This is an optimization exercise on Yosys and OpenROAD, whose aim is small area, not a production implementation. In this exercise RTL edits were held to simulation tests only and were not proved equivalent to the original.

==> run Z <==
==> flow/design.v <==
module fifo #(parameter DATA_W = 8)(input clk, input rst, input wr_en, input rd_en, input [DATA_W-1:0] data_i,
    output empty, output almost_full, output [DATA_W-1:0] data_o);
reg [2:0] b;
reg [DATA_W-1:0] m0, m1, m2, m3, m4, m5;
wire u = wr_en & ~rd_en;
wire d = rd_en & ~wr_en;
wire n0 = b[0] ? (b[1] ? ~u : ~d) : (b[1] ? (~b[2] & d) : u);
wire n1 = b[1] ? ((b[0] & ~d) | (~b[0] & ~b[2]) | (b[2] & ~u)) : ((~b[2] & b[0] & u) | (b[2] & ~b[0] & d));
wire n2 = (b[2] & ~(b[1] & d)) | (~b[2] & b[1] & ~b[0] & u);
always @(posedge clk) begin
    if (rst) b <= 3'b000;
    else b <= {n2, n1, n0};
end
always @(posedge clk) if (wr_en) begin m0 <= data_i; m1 <= m0; m2 <= m1; m3 <= m2; m4 <= m3; m5 <= m4; end
wire s0 = ~b[2] & ~b[1];
wire s1 = b[1] & b[0];
wire s2 = ~b[2] & ~b[0];
wire s3 = b[2] & b[1];
wire s4 = ~b[1] & ~b[0];
wire s5 = b[2] & b[0];
assign data_o = ({DATA_W{s0}} & m0) | ({DATA_W{s1}} & m1) | ({DATA_W{s2}} & m2) |
                ({DATA_W{s3}} & m3) | ({DATA_W{s4}} & m4) | ({DATA_W{s5}} & m5);
assign empty = ~|b;
assign almost_full = b[2] & b[0];
endmodule
module roundrobin_arbiter #(
    parameter N = 7,
    parameter PW = 3
)(
    input clk,
    input rst,
    input off_sig,
    input [N-1:0] requests,
    output [N-1:0] grants_out
    );
reg [PW-1:0] last;
wire [N-1:0] req = requests & {N{~off_sig}};
wire [N-1:0] m, sm, h, g;
reg [PW-1:0] idx;
genvar k;
for (k = 0; k < N; k = k + 1) begin : g_k
    assign m[k] = req[k] & (k < last);
    if (k == N-1) begin
        assign sm[k] = 1'b0;
        assign h[k] = 1'b0;
    end else begin
        assign sm[k] = sm[k+1] | m[k+1];
        assign h[k] = h[k+1] | req[k+1];
    end
end
wire a = sm[0] | m[0];
for (k = 0; k < N; k = k + 1) begin : g_g
    assign g[k] = (m[k] & ~sm[k]) | (req[k] & ~a & ~h[k]);
end
integer i;
always @(*) begin
    idx = {PW{1'b0}};
    for (i = 0; i < N; i = i + 1)
        if (g[i]) idx = idx | i;
end
assign grants_out = g;
always @(posedge clk) begin
    if (rst)
        last <= {PW{1'b0}};
    else if (~off_sig)
        last <= idx;
end
endmodule
module router #(
    parameter ROW = 0,
    parameter COL = 0
) (
    input clk,
    input rst,
    input  [2:0]  row_v_i,
    input  [17:0] row_d_i,
    output [2:0]  row_af_o,
    input  [2:0]  col_v_i,
    input  [11:0] col_d_i,
    output [2:0]  col_af_o,
    input         loc_v_i,
    input  [7:0]  loc_d_i,
    output        loc_af_o,
    output [2:0]  row_v_o,
    output [5:0]  row_d_o,
    input  [2:0]  row_off_i,
    output [2:0]  col_v_o,
    output [11:0] col_d_o,
    input  [2:0]  col_off_i,
    output        loc_v_o,
    output [7:0]  loc_d_o,
    input         loc_off_i
    );
genvar p;
wire [2:0] row_empty, row_rd;
wire [17:0] row_head;
wire [2:0] col_empty, col_rd;
wire [11:0] col_head;
wire loc_empty, loc_rd;
wire [7:0] loc_head;
for (p = 0; p < 3; p = p + 1) begin : g_rowq
    fifo #(.DATA_W(6)) q (.clk(clk), .rst(rst),
        .wr_en(row_v_i[p]), .rd_en(row_rd[p]), .data_i(row_d_i[6*p +: 6]),
        .empty(row_empty[p]), .almost_full(row_af_o[p]),
        .data_o(row_head[6*p +: 6]));
end
for (p = 0; p < 3; p = p + 1) begin : g_colq
    fifo #(.DATA_W(4)) q (.clk(clk), .rst(rst),
        .wr_en(col_v_i[p]), .rd_en(col_rd[p]), .data_i(col_d_i[4*p +: 4]),
        .empty(col_empty[p]), .almost_full(col_af_o[p]),
        .data_o(col_head[4*p +: 4]));
end
fifo #(.DATA_W(8)) loc_q (.clk(clk), .rst(rst),
    .wr_en(loc_v_i), .rd_en(loc_rd), .data_i(loc_d_i),
    .empty(loc_empty), .almost_full(loc_af_o), .data_o(loc_head));
wire [1:0] loc_dr = loc_head[7:6];
wire [1:0] loc_dc = loc_head[5:4];
wire [2:0] loc_req_row, loc_req_col;
wire loc_req_loc;
for (p = 0; p < 3; p = p + 1) begin : g_lreq
    localparam integer NC = (p < COL) ? p : p + 1;
    localparam integer NR = (p < ROW) ? p : p + 1;
    assign loc_req_row[p] = ~loc_empty & (loc_dc == NC);
    assign loc_req_col[p] = ~loc_empty & (loc_dc == COL) & (loc_dr == NR);
end
assign loc_req_loc = ~loc_empty & (loc_dc == COL) & (loc_dr == ROW);
wire [2:0] row_req_loc;
wire [2:0] row_req_col [0:2];    
for (p = 0; p < 3; p = p + 1) begin : g_rreq
    wire [1:0] dr = row_head[6*p+4 +: 2];
    assign row_req_loc[p] = ~row_empty[p] & (dr == ROW);
    assign row_req_col[p][0] = ~row_empty[p] & (dr == ((0 < ROW) ? 0 : 1));
    assign row_req_col[p][1] = ~row_empty[p] & (dr == ((1 < ROW) ? 1 : 2));
    assign row_req_col[p][2] = ~row_empty[p] & (dr == ((2 < ROW) ? 2 : 3));
end
assign row_v_o = loc_req_row & ~row_off_i;
assign row_d_o = {loc_head[7:6], loc_head[3:0]};
wire [3:0] cg [0:2];
for (p = 0; p < 3; p = p + 1) begin : g_carb
    roundrobin_arbiter #(.N(4), .PW(2)) arb (.clk(clk), .rst(rst),
        .off_sig(col_off_i[p]),
        .requests({loc_req_col[p], row_req_col[2][p], row_req_col[1][p], row_req_col[0][p]}),
        .grants_out(cg[p]));
    assign col_v_o[p] = |cg[p];
    assign col_d_o[4*p +: 4] =
        ({4{cg[p][0]}} & row_head[3:0]) |
        ({4{cg[p][1]}} & row_head[9:6]) |
        ({4{cg[p][2]}} & row_head[15:12]) |
        ({4{cg[p][3]}} & loc_head[3:0]);
end
wire [6:0] lg;
roundrobin_arbiter #(.N(7), .PW(3)) loc_arb (.clk(clk), .rst(rst),
    .off_sig(loc_off_i),
    .requests({loc_req_loc, ~col_empty, row_req_loc}),
    .grants_out(lg));
assign loc_v_o = |lg;
wire [1:0] rowid = ROW;
wire [1:0] colid = COL;
assign loc_d_o[7:4] = {rowid, colid};
assign loc_d_o[3:0] =
    ({4{lg[0]}} & row_head[3:0]) |
    ({4{lg[1]}} & row_head[9:6]) |
    ({4{lg[2]}} & row_head[15:12]) |
    ({4{lg[3]}} & col_head[3:0]) |
    ({4{lg[4]}} & col_head[7:4]) |
    ({4{lg[5]}} & col_head[11:8]) |
    ({4{lg[6]}} & loc_head[3:0]);
assign col_rd = lg[5:3];
assign row_rd[0] = lg[0] | cg[0][0] | cg[1][0] | cg[2][0];
assign row_rd[1] = lg[1] | cg[0][1] | cg[1][1] | cg[2][1];
assign row_rd[2] = lg[2] | cg[0][2] | cg[1][2] | cg[2][2];
assign loc_rd = (|row_v_o) | cg[0][3] | cg[1][3] | cg[2][3] | lg[6];
endmodule
module NoC_flattened_butterfly #(
    parameter DATA_W = 8,
    parameter FIFO_DEPTH = 8,
    parameter NODE_PER_ROW = 4,
    parameter NODE_PER_COL = 4
) (
    input clk,
    input rst,
    input [0:NODE_PER_ROW*NODE_PER_COL-1] valid_i_NoC,
    input [0:DATA_W*NODE_PER_ROW*NODE_PER_COL-1] data_i_NoC,
    input [0:NODE_PER_ROW*NODE_PER_COL-1] off_sigs_i_NoC,
    output [0:NODE_PER_ROW*NODE_PER_COL-1] valid_o_NoC,
    output [0:DATA_W*NODE_PER_ROW*NODE_PER_COL-1] data_o_NoC,
    output [0:NODE_PER_ROW*NODE_PER_COL-1] off_sigs_o_NoC
    );
genvar r, c, p;
wire [2:0]  row_v_o  [0:15];
wire [5:0]  row_d_o  [0:15];
wire [2:0]  row_af_o [0:15];
wire [2:0]  col_v_o  [0:15];
wire [11:0] col_d_o  [0:15];
wire [2:0]  col_af_o [0:15];
wire [2:0]  row_v_i  [0:15];
wire [17:0] row_d_i  [0:15];
wire [2:0]  row_off_i[0:15];
wire [2:0]  col_v_i  [0:15];
wire [11:0] col_d_i  [0:15];
wire [2:0]  col_off_i[0:15];
for (r = 0; r < 4; r = r + 1) begin : g_r
    for (c = 0; c < 4; c = c + 1) begin : g_c
        localparam integer N = 4*r + c;
        for (p = 0; p < 3; p = p + 1) begin : g_p
            localparam integer NC = (p < c) ? p : p + 1;
            localparam integer BC = (c < NC) ? c : c - 1;
            localparam integer NR = (p < r) ? p : p + 1;
            localparam integer BR = (r < NR) ? r : r - 1;
            assign row_v_i[N][p]       = row_v_o[4*r + NC][BC];
            assign row_d_i[N][6*p +: 6] = row_d_o[4*r + NC];
            assign row_off_i[N][p]     = row_af_o[4*r + NC][BC];
            assign col_v_i[N][p]       = col_v_o[4*NR + c][BR];
            assign col_d_i[N][4*p +: 4] = col_d_o[4*NR + c][4*BR +: 4];
            assign col_off_i[N][p]     = col_af_o[4*NR + c][BR];
        end
        router #(.ROW(r), .COL(c)) router_inst (
            .clk(clk), .rst(rst),
            .row_v_i(row_v_i[N]), .row_d_i(row_d_i[N]), .row_af_o(row_af_o[N]),
            .col_v_i(col_v_i[N]), .col_d_i(col_d_i[N]), .col_af_o(col_af_o[N]),
            .loc_v_i(valid_i_NoC[N]), .loc_d_i(data_i_NoC[8*N +: 8]),
            .loc_af_o(off_sigs_o_NoC[N]),
            .row_v_o(row_v_o[N]), .row_d_o(row_d_o[N]), .row_off_i(row_off_i[N]),
            .col_v_o(col_v_o[N]), .col_d_o(col_d_o[N]), .col_off_i(col_off_i[N]),
            .loc_v_o(valid_o_NoC[N]), .loc_d_o(data_o_NoC[8*N +: 8]),
            .loc_off_i(off_sigs_i_NoC[N])
            );
    end
end
endmodule
==> flow/flow/run.sh <==
#!/bin/bash
# Layout flow: the standard ORFS flow (standard.sh), with two changes:
#  - Yosys maps the logic with an area-oriented ABC script (flow/area.abc);
#    the synthesis script, flip-flop mapping, flattening and renaming are
#    the standard flow's own.
#  - extra ORFS variables from flow/make.args are added to the make call
#    (clock tree buffers, port buffer cell).
# Each tool's full output is in orfs/logs/; make's own output is in flow.log.
set -euo pipefail
here=$(pwd)

# Synthesis script: the standard flow's, with abc's -script argument replaced.
{
  head -n 1 synth_recipe.tcl
  cat <<TCL
proc abc {args} {
  set i [lsearch -exact \$args -script]
  if {\$i >= 0} { lset args [expr {\$i + 1}] $here/flow/area.abc }
  puts "abc called with script $here/flow/area.abc"
  yosys abc {*}\$args
}
TCL
  tail -n +2 synth_recipe.tcl
} > my_synth.tcl

extra=""
if [[ -f flow/make.args ]]; then
  extra=$(grep -v '^#' flow/make.args | tr '\n' ' ')
fi
sed "s#SYNTH_SCRIPT=[^ ]*#SYNTH_SCRIPT=$here/my_synth.tcl $extra#" standard.sh > my_standard.sh
grep -q "SYNTH_SCRIPT=$here/my_synth.tcl" my_standard.sh

bash my_standard.sh "$@" > flow.log 2>&1
==> flow/flow/area.abc <==
strash
dch -f
amap
topo
==> flow/flow/make.args <==
CTS_ARGS='-sink_clustering_enable -repair_clock_nets -dont_use_dummy_load -sink_clustering_size 15 -sink_clustering_max_diameter 65 -buf_list {sky130_fd_sc_hd__clkbuf_8}'
BUFFER_PORTS_ARGS='-buffer_cell sky130_fd_sc_hd__buf_1'
==> flow/standard.sh <==
#!/bin/bash
# synth_recipe.tcl (not shown) runs the flow's synth.tcl, then flattens the netlist and writes it again
# the make line also repeats each setting of config.mk as NAME=value (left out here)
make -C /OpenROAD-flow-scripts/flow DESIGN_CONFIG=/design/flow/config.mk WORK_HOME=/design/flow/orfs CLKGATE_MAP_FILE= SYNTH_SCRIPT=/design/flow/synth_recipe.tcl "${@:-finish}"
==> flow/config.mk <==
export PLATFORM = sky130hd
export DESIGN_NAME = NoC_flattened_butterfly
export DESIGN_NICKNAME = NoC_flattened_butterfly
export VERILOG_FILES = /design/flow/design.v
export SDC_FILE = /design/flow/constraint.sdc
export NUM_CORES = 8
export LEC_CHECK = 0
export ABC_AREA = 1
export CAP_MARGIN = 10
export CORE_MARGIN = 2
export CORE_UTILIZATION = 40
export SLEW_MARGIN = 10
==> flow/constraint.sdc <==
create_clock -name core_clock -period 10.0 [get_ports {clk}]
set_input_delay 2.0000 -clock core_clock [delete_from_list [all_inputs] [get_ports {clk}]]
set_output_delay 2.0000 -clock core_clock [all_outputs]
set_load 0.01 [all_outputs]
==> run M: changes against run Z <==
--- a/flow/design.v
+++ b/flow/design.v
@@ -1,26 +1,44 @@
-module fifo #(parameter DATA_W = 8)(input clk, input rst, input wr_en, input rd_en, input [DATA_W-1:0] data_i,
-    output empty, output almost_full, output [DATA_W-1:0] data_o);
-reg [2:0] b;
+module fifo #(
+    parameter DATA_W = 8
+)(
+    input clk,
+    input rst,
+    input wr_en,
+    input rd_en,
+    input [DATA_W-1:0] data_i,
+    output empty,
+    output almost_full,
+    output reg [DATA_W-1:0] data_o
+    );
+reg [2:0] cnt;
 reg [DATA_W-1:0] m0, m1, m2, m3, m4, m5;
-wire u = wr_en & ~rd_en;
-wire d = rd_en & ~wr_en;
-wire n0 = b[0] ? (b[1] ? ~u : ~d) : (b[1] ? (~b[2] & d) : u);
-wire n1 = b[1] ? ((b[0] & ~d) | (~b[0] & ~b[2]) | (b[2] & ~u)) : ((~b[2] & b[0] & u) | (b[2] & ~b[0] & d));
-wire n2 = (b[2] & ~(b[1] & d)) | (~b[2] & b[1] & ~b[0] & u);
 always @(posedge clk) begin
-    if (rst) b <= 3'b000;
-    else b <= {n2, n1, n0};
-end
-always @(posedge clk) if (wr_en) begin m0 <= data_i; m1 <= m0; m2 <= m1; m3 <= m2; m4 <= m3; m5 <= m4; end
-wire s0 = ~b[2] & ~b[1];
-wire s1 = b[1] & b[0];
-wire s2 = ~b[2] & ~b[0];
-wire s3 = b[2] & b[1];
-wire s4 = ~b[1] & ~b[0];
-wire s5 = b[2] & b[0];
-assign data_o = ({DATA_W{s0}} & m0) | ({DATA_W{s1}} & m1) | ({DATA_W{s2}} & m2) |
-                ({DATA_W{s3}} & m3) | ({DATA_W{s4}} & m4) | ({DATA_W{s5}} & m5);
-assign empty = ~|b;
-assign almost_full = b[2] & b[0];
+    if (rst)
+        cnt <= 3'd0;
+    else if (wr_en & ~rd_en)
+        cnt <= cnt + 3'd1;
+    else if (rd_en & ~wr_en)
+        cnt <= cnt - 3'd1;
+end
+always @(posedge clk) begin
+    if (wr_en) begin
+        m0 <= data_i;
+        m1 <= m0;
+        m2 <= m1;
+        m3 <= m2;
+        m4 <= m3;
+        m5 <= m4;
+    end
+end
+always @(*) begin
+    case (cnt[1:0])
+        2'd0: data_o = m3;
+        2'd1: data_o = cnt[2] ? m4 : m0;
+        2'd2: data_o = cnt[2] ? m5 : m1;
+        default: data_o = m2;
+    endcase
+end
+assign empty = (cnt == 3'd0);
+assign almost_full = cnt[2] & cnt[1];
 endmodule
 module roundrobin_arbiter #(
@@ -35,29 +53,29 @@
     );
 reg [PW-1:0] last;
-wire [N-1:0] req = requests & {N{~off_sig}};
-wire [N-1:0] m, sm, h, g;
+reg [N-1:0] masked, grants;
 reg [PW-1:0] idx;
-genvar k;
-for (k = 0; k < N; k = k + 1) begin : g_k
-    assign m[k] = req[k] & (k < last);
-    if (k == N-1) begin
-        assign sm[k] = 1'b0;
-        assign h[k] = 1'b0;
+integer k;
+always @(*) begin
+    for (k = 0; k < N; k = k + 1)
+        masked[k] = requests[k] & (k < last);
+    grants = {N{1'b0}};
+    idx = {PW{1'b0}};
+    if (|masked) begin
+        for (k = 0; k < N; k = k + 1)
+            if (masked[k]) begin
+                grants = {N{1'b0}};
+                grants[k] = 1'b1;
+                idx = k;
+            end
     end else begin
-        assign sm[k] = sm[k+1] | m[k+1];
-        assign h[k] = h[k+1] | req[k+1];
+        for (k = 0; k < N; k = k + 1)
+            if (requests[k]) begin
+                grants = {N{1'b0}};
+                grants[k] = 1'b1;
+                idx = k;
+            end
     end
 end
-wire a = sm[0] | m[0];
-for (k = 0; k < N; k = k + 1) begin : g_g
-    assign g[k] = (m[k] & ~sm[k]) | (req[k] & ~a & ~h[k]);
-end
-integer i;
-always @(*) begin
-    idx = {PW{1'b0}};
-    for (i = 0; i < N; i = i + 1)
-        if (g[i]) idx = idx | i;
-end
-assign grants_out = g;
+assign grants_out = off_sig ? {N{1'b0}} : grants;
 always @(posedge clk) begin
     if (rst)
==> flow/run.sh (new file) <==
#!/bin/bash
# synth_recipe.tcl (not shown) runs the flow's synth.tcl, then flattens the netlist and writes it again
# the make line also repeats each setting of config.mk as NAME=value (left out here)
make -C /OpenROAD-flow-scripts/flow DESIGN_CONFIG=/design/flow/config.mk WORK_HOME=/design/flow/orfs CLKGATE_MAP_FILE= SYNTH_SCRIPT=/design/flow/synth_recipe.tcl finish
--- a/flow/config.mk
+++ b/flow/config.mk
@@ -7,6 +7,6 @@
 export LEC_CHECK = 0
 export ABC_AREA = 1
-export CAP_MARGIN = 10
+export CAP_MARGIN = 20
 export CORE_MARGIN = 2
 export CORE_UTILIZATION = 40
-export SLEW_MARGIN = 10
+export SLEW_MARGIN = 20
removed: flow/flow/run.sh
removed: flow/flow/area.abc
removed: flow/flow/make.args
removed: flow/standard.sh
==> run C: changes against run Z <==
--- a/flow/design.v
+++ b/flow/design.v
@@ -1,26 +1,46 @@
-module fifo #(parameter DATA_W = 8)(input clk, input rst, input wr_en, input rd_en, input [DATA_W-1:0] data_i,
-    output empty, output almost_full, output [DATA_W-1:0] data_o);
+module fifo #(
+    parameter DATA_W = 8
+)(
+    input clk,
+    input rst,
+    input wr_en,
+    input rd_en,
+    input [DATA_W-1:0] data_i,
+    output empty,
+    output almost_full,
+    output [DATA_W-1:0] data_o
+    );
 reg [2:0] b;
 reg [DATA_W-1:0] m0, m1, m2, m3, m4, m5;
-wire u = wr_en & ~rd_en;
-wire d = rd_en & ~wr_en;
-wire n0 = b[0] ? (b[1] ? ~u : ~d) : (b[1] ? (~b[2] & d) : u);
-wire n1 = b[1] ? ((b[0] & ~d) | (~b[0] & ~b[2]) | (b[2] & ~u)) : ((~b[2] & b[0] & u) | (b[2] & ~b[0] & d));
-wire n2 = (b[2] & ~(b[1] & d)) | (~b[2] & b[1] & ~b[0] & u);
+wire n0 = wr_en ? (rd_en ? b[0] : ~b[1]) : (rd_en ? b[1] : b[0]);
+wire n1 = wr_en ? (rd_en ? b[1] : b[0]) : (rd_en ? ~b[0] : b[1]);
+wire n2 = wr_en ? (b[2] | (~rd_en & b[1] & ~b[0])) : (b[2] & ~(rd_en & ~b[0]));
 always @(posedge clk) begin
-    if (rst) b <= 3'b000;
-    else b <= {n2, n1, n0};
-end
-always @(posedge clk) if (wr_en) begin m0 <= data_i; m1 <= m0; m2 <= m1; m3 <= m2; m4 <= m3; m5 <= m4; end
-wire s0 = ~b[2] & ~b[1];
-wire s1 = b[1] & b[0];
-wire s2 = ~b[2] & ~b[0];
-wire s3 = b[2] & b[1];
-wire s4 = ~b[1] & ~b[0];
-wire s5 = b[2] & b[0];
-assign data_o = ({DATA_W{s0}} & m0) | ({DATA_W{s1}} & m1) | ({DATA_W{s2}} & m2) |
-                ({DATA_W{s3}} & m3) | ({DATA_W{s4}} & m4) | ({DATA_W{s5}} & m5);
-assign empty = ~|b;
-assign almost_full = b[2] & b[0];
+    if (rst)
+        b <= 3'b000;
+    else
+        b <= {n2, n1, n0};
+end
+always @(posedge clk) begin
+    if (wr_en) begin
+        m0 <= data_i;
+        m1 <= m0;
+        m2 <= m1;
+        m3 <= m2;
+        m4 <= m3;
+        m5 <= m4;
+    end
+end
+wire s0 = ~b[2] & ~b[1];                 
+wire s1 = ~b[2] & b[1] & b[0];           
+wire s2 = b[1] & ~b[0];                  
+wire s3 = ~b[1] & ~b[0];                 
+wire s4 = b[2] & ~b[1] & b[0];           
+wire s5 = b[2] & b[1];                   
+wire [DATA_W-1:0] t0 = ~(({DATA_W{s0}} & m0) | ({DATA_W{s1}} & m1) | ({DATA_W{s2}} & m2));
+wire [DATA_W-1:0] t1 = ~(({DATA_W{s3}} & m3) | ({DATA_W{s4}} & m4) | ({DATA_W{s5}} & m5));
+assign data_o = ~(t0 & t1);
+assign empty = ~(b[2] | b[1] | b[0]);
+assign almost_full = b[2] & b[1];
 endmodule
 module roundrobin_arbiter #(
@@ -37,8 +57,23 @@
 wire [N-1:0] req = requests & {N{~off_sig}};
 wire [N-1:0] m, sm, h, g;
-reg [PW-1:0] idx;
+wire [PW-1:0] idx;
+generate if (N == 7) begin : g_n7
+    assign m[0] = req[0] & ((last[2]) | (last[0]) | (last[1]));
+    assign m[1] = req[1] & ((last[2]) | (last[1]));
+    assign m[2] = req[2] & ((~last[0] & last[1]) | (last[2]));
+    assign m[3] = req[3] & ((~last[0] & last[1]) | (~last[0] & last[2]));
+    assign m[4] = req[4] & ((~last[0] & last[2]));
+    assign m[5] = req[5] & ((~last[0] & ~last[1] & last[2]));
+    assign m[6] = 1'b0;
+    assign idx = {(g[3] | g[5] | g[6]), (g[2] | g[4] | g[5]), (g[1] | g[2] | g[3])};
+ end else begin : g_n4
+    assign m[0] = req[0] & ((last[0]) | (last[1]));
+    assign m[1] = req[1] & ((last[1]));
+    assign m[2] = req[2] & ((last[0] & last[1]));
+    assign m[3] = 1'b0;
+    assign idx = {(g[2] | g[3]), (g[1] | g[3])};
+ end endgenerate
 genvar k;
 for (k = 0; k < N; k = k + 1) begin : g_k
-    assign m[k] = req[k] & (k < last);
     if (k == N-1) begin
         assign sm[k] = 1'b0;
@@ -52,10 +87,4 @@
 for (k = 0; k < N; k = k + 1) begin : g_g
     assign g[k] = (m[k] & ~sm[k]) | (req[k] & ~a & ~h[k]);
-end
-integer i;
-always @(*) begin
-    idx = {PW{1'b0}};
-    for (i = 0; i < N; i = i + 1)
-        if (g[i]) idx = idx | i;
 end
 assign grants_out = g;
==> flow/flow/area.abc (replaced) <==
strash
dch -f
amap -F 16 -A 16 -C 2000
topo
--- a/flow/config.mk
+++ b/flow/config.mk
@@ -9,4 +9,5 @@
 export CAP_MARGIN = 10
 export CORE_MARGIN = 2
-export CORE_UTILIZATION = 40
+export CORE_UTILIZATION = 70
+export PLACE_DENSITY = 0.8
 export SLEW_MARGIN = 10
==> results.txt <==
Final layout:
- The top cell types in the final layout, fill and taps aside, are sky130_fd_sc_hd__edfxtp_1, sky130_fd_sc_hd__nor2_1, sky130_fd_sc_hd__nand2_1.
- The final net count is 13,890.

Placed design:
- The worst setup slack before clock tree synthesis is 1.867 ns.

Detailed routing:
- In the routed layout, each cell is associated on average with a via count of 6.150.
- After detailed routing, the wire length on met1 is 213.1 mm.

Outcome:
- The flow ran to the end and the layout has no timing, DRC or antenna violations.

Global route:
- The maximum number of pins on one net before global-route repair is about 130.

Synthesis:
- The synthesized netlist occupies a cell area of roughly 170,000 um^2.

STA:
- The worst path setup slack after routing is 0.8245 ns.
Source of the figures above: run Z

==> results.txt <==
Outcome:
- The run finished with no timing, DRC or antenna violations.

Detailed routing:
- The via-per-instance ratio is 5.433.
- Detailed routing placed a total of 42.13 mm of wire on met3.
- The post-route met1 wirelength is 250.1 mm.

STA:
- The worst path setup slack after routing is 2.701 ns.

Synthesis:
- In this run the cell area of the synthesized design comes to 186,700 um^2.

Global route:
- The maximum number of pins on one net before global-route repair is 141.

Placed design:
- The worst setup slack before clock tree synthesis is 3.530 ns.
Source of the figures above: run M

==> results.txt <==
Placed design:
- Prior to clock tree synthesis, the placed netlist has a worst setup slack of 2.296 ns.
- Routability-driven placement finished with a final weighted congestion of approximately 1.0.

STA:
- The worst path setup slack after routing is 1.406 ns.
- Setup repair after global routing left no endpoint under its margin.

Global route:
- The met2 track utilization from global routing is 0.5552.
- Entering global routing, the biggest net connects between 100 and 150 pins.

Detailed routing:
- The post-route met1 wirelength is 167.3 mm.

Synthesis:
- The netlist area before placement is between 150,000 and 200,000 um^2.
- For this run, the number of Yosys warnings is 22.

Critical path:
- The worst register-to-register path has a setup slack of 3.33 ns.
- The critical path runs through a total of 15 cells.

Final layout:
- The net count of the finished layout is 12,720.
- The library cells used most frequently in the layout, excluding fill and tap cells, are sky130_fd_sc_hd__edfxtp_1, sky130_fd_sc_hd__a222oi_1, sky130_fd_sc_hd__nor2_1.

Flow run:
- The tool flagged a number of max-cap violations equal to 0.

Hold path:
- The worst hold path passes through 0 cells.

Outcome:
- The flow ran to the end and the layout has no timing, DRC or antenna violations.
Source of the figures above: run C

[port drivers added, routing unchanged]
In the flow no input, the clock included, has a driving cell. The finished layouts below were timed again as built, in two steps.
Step 1: set_driving_cell puts a clkbuf_16 on clk and a buf_2 on each other input, an assumption about the parent block.
Step 2 times the ports against the registers' clock, not the clock port: input delays grow and output delays shrink by t, the midpoint of the rising clock arrivals with the driver on.
Slacks: no drivers / after step 1 / after step 2; pairs: no drivers / after step 1.
run | shift t [ns] | slack for setup (ns) | hold slack, ns | latest minus earliest clock arrival (ns)
run Z | 1.211 | 0.825 / 0.719 / 1.512 | 0.292 / 0.292 / 0.292 | 0.173 / 0.173
run M | 1.119 | 2.701 / 2.581 / 3.378 | 0.360 / 0.360 / 0.360 | 0.105 / 0.105
run C | 1.143 | 1.406 / 1.305 / 2.056 | 0.386 / 0.386 / 0.386 | 0.120 / 0.119
After both steps every run listed still meets setup and hold.
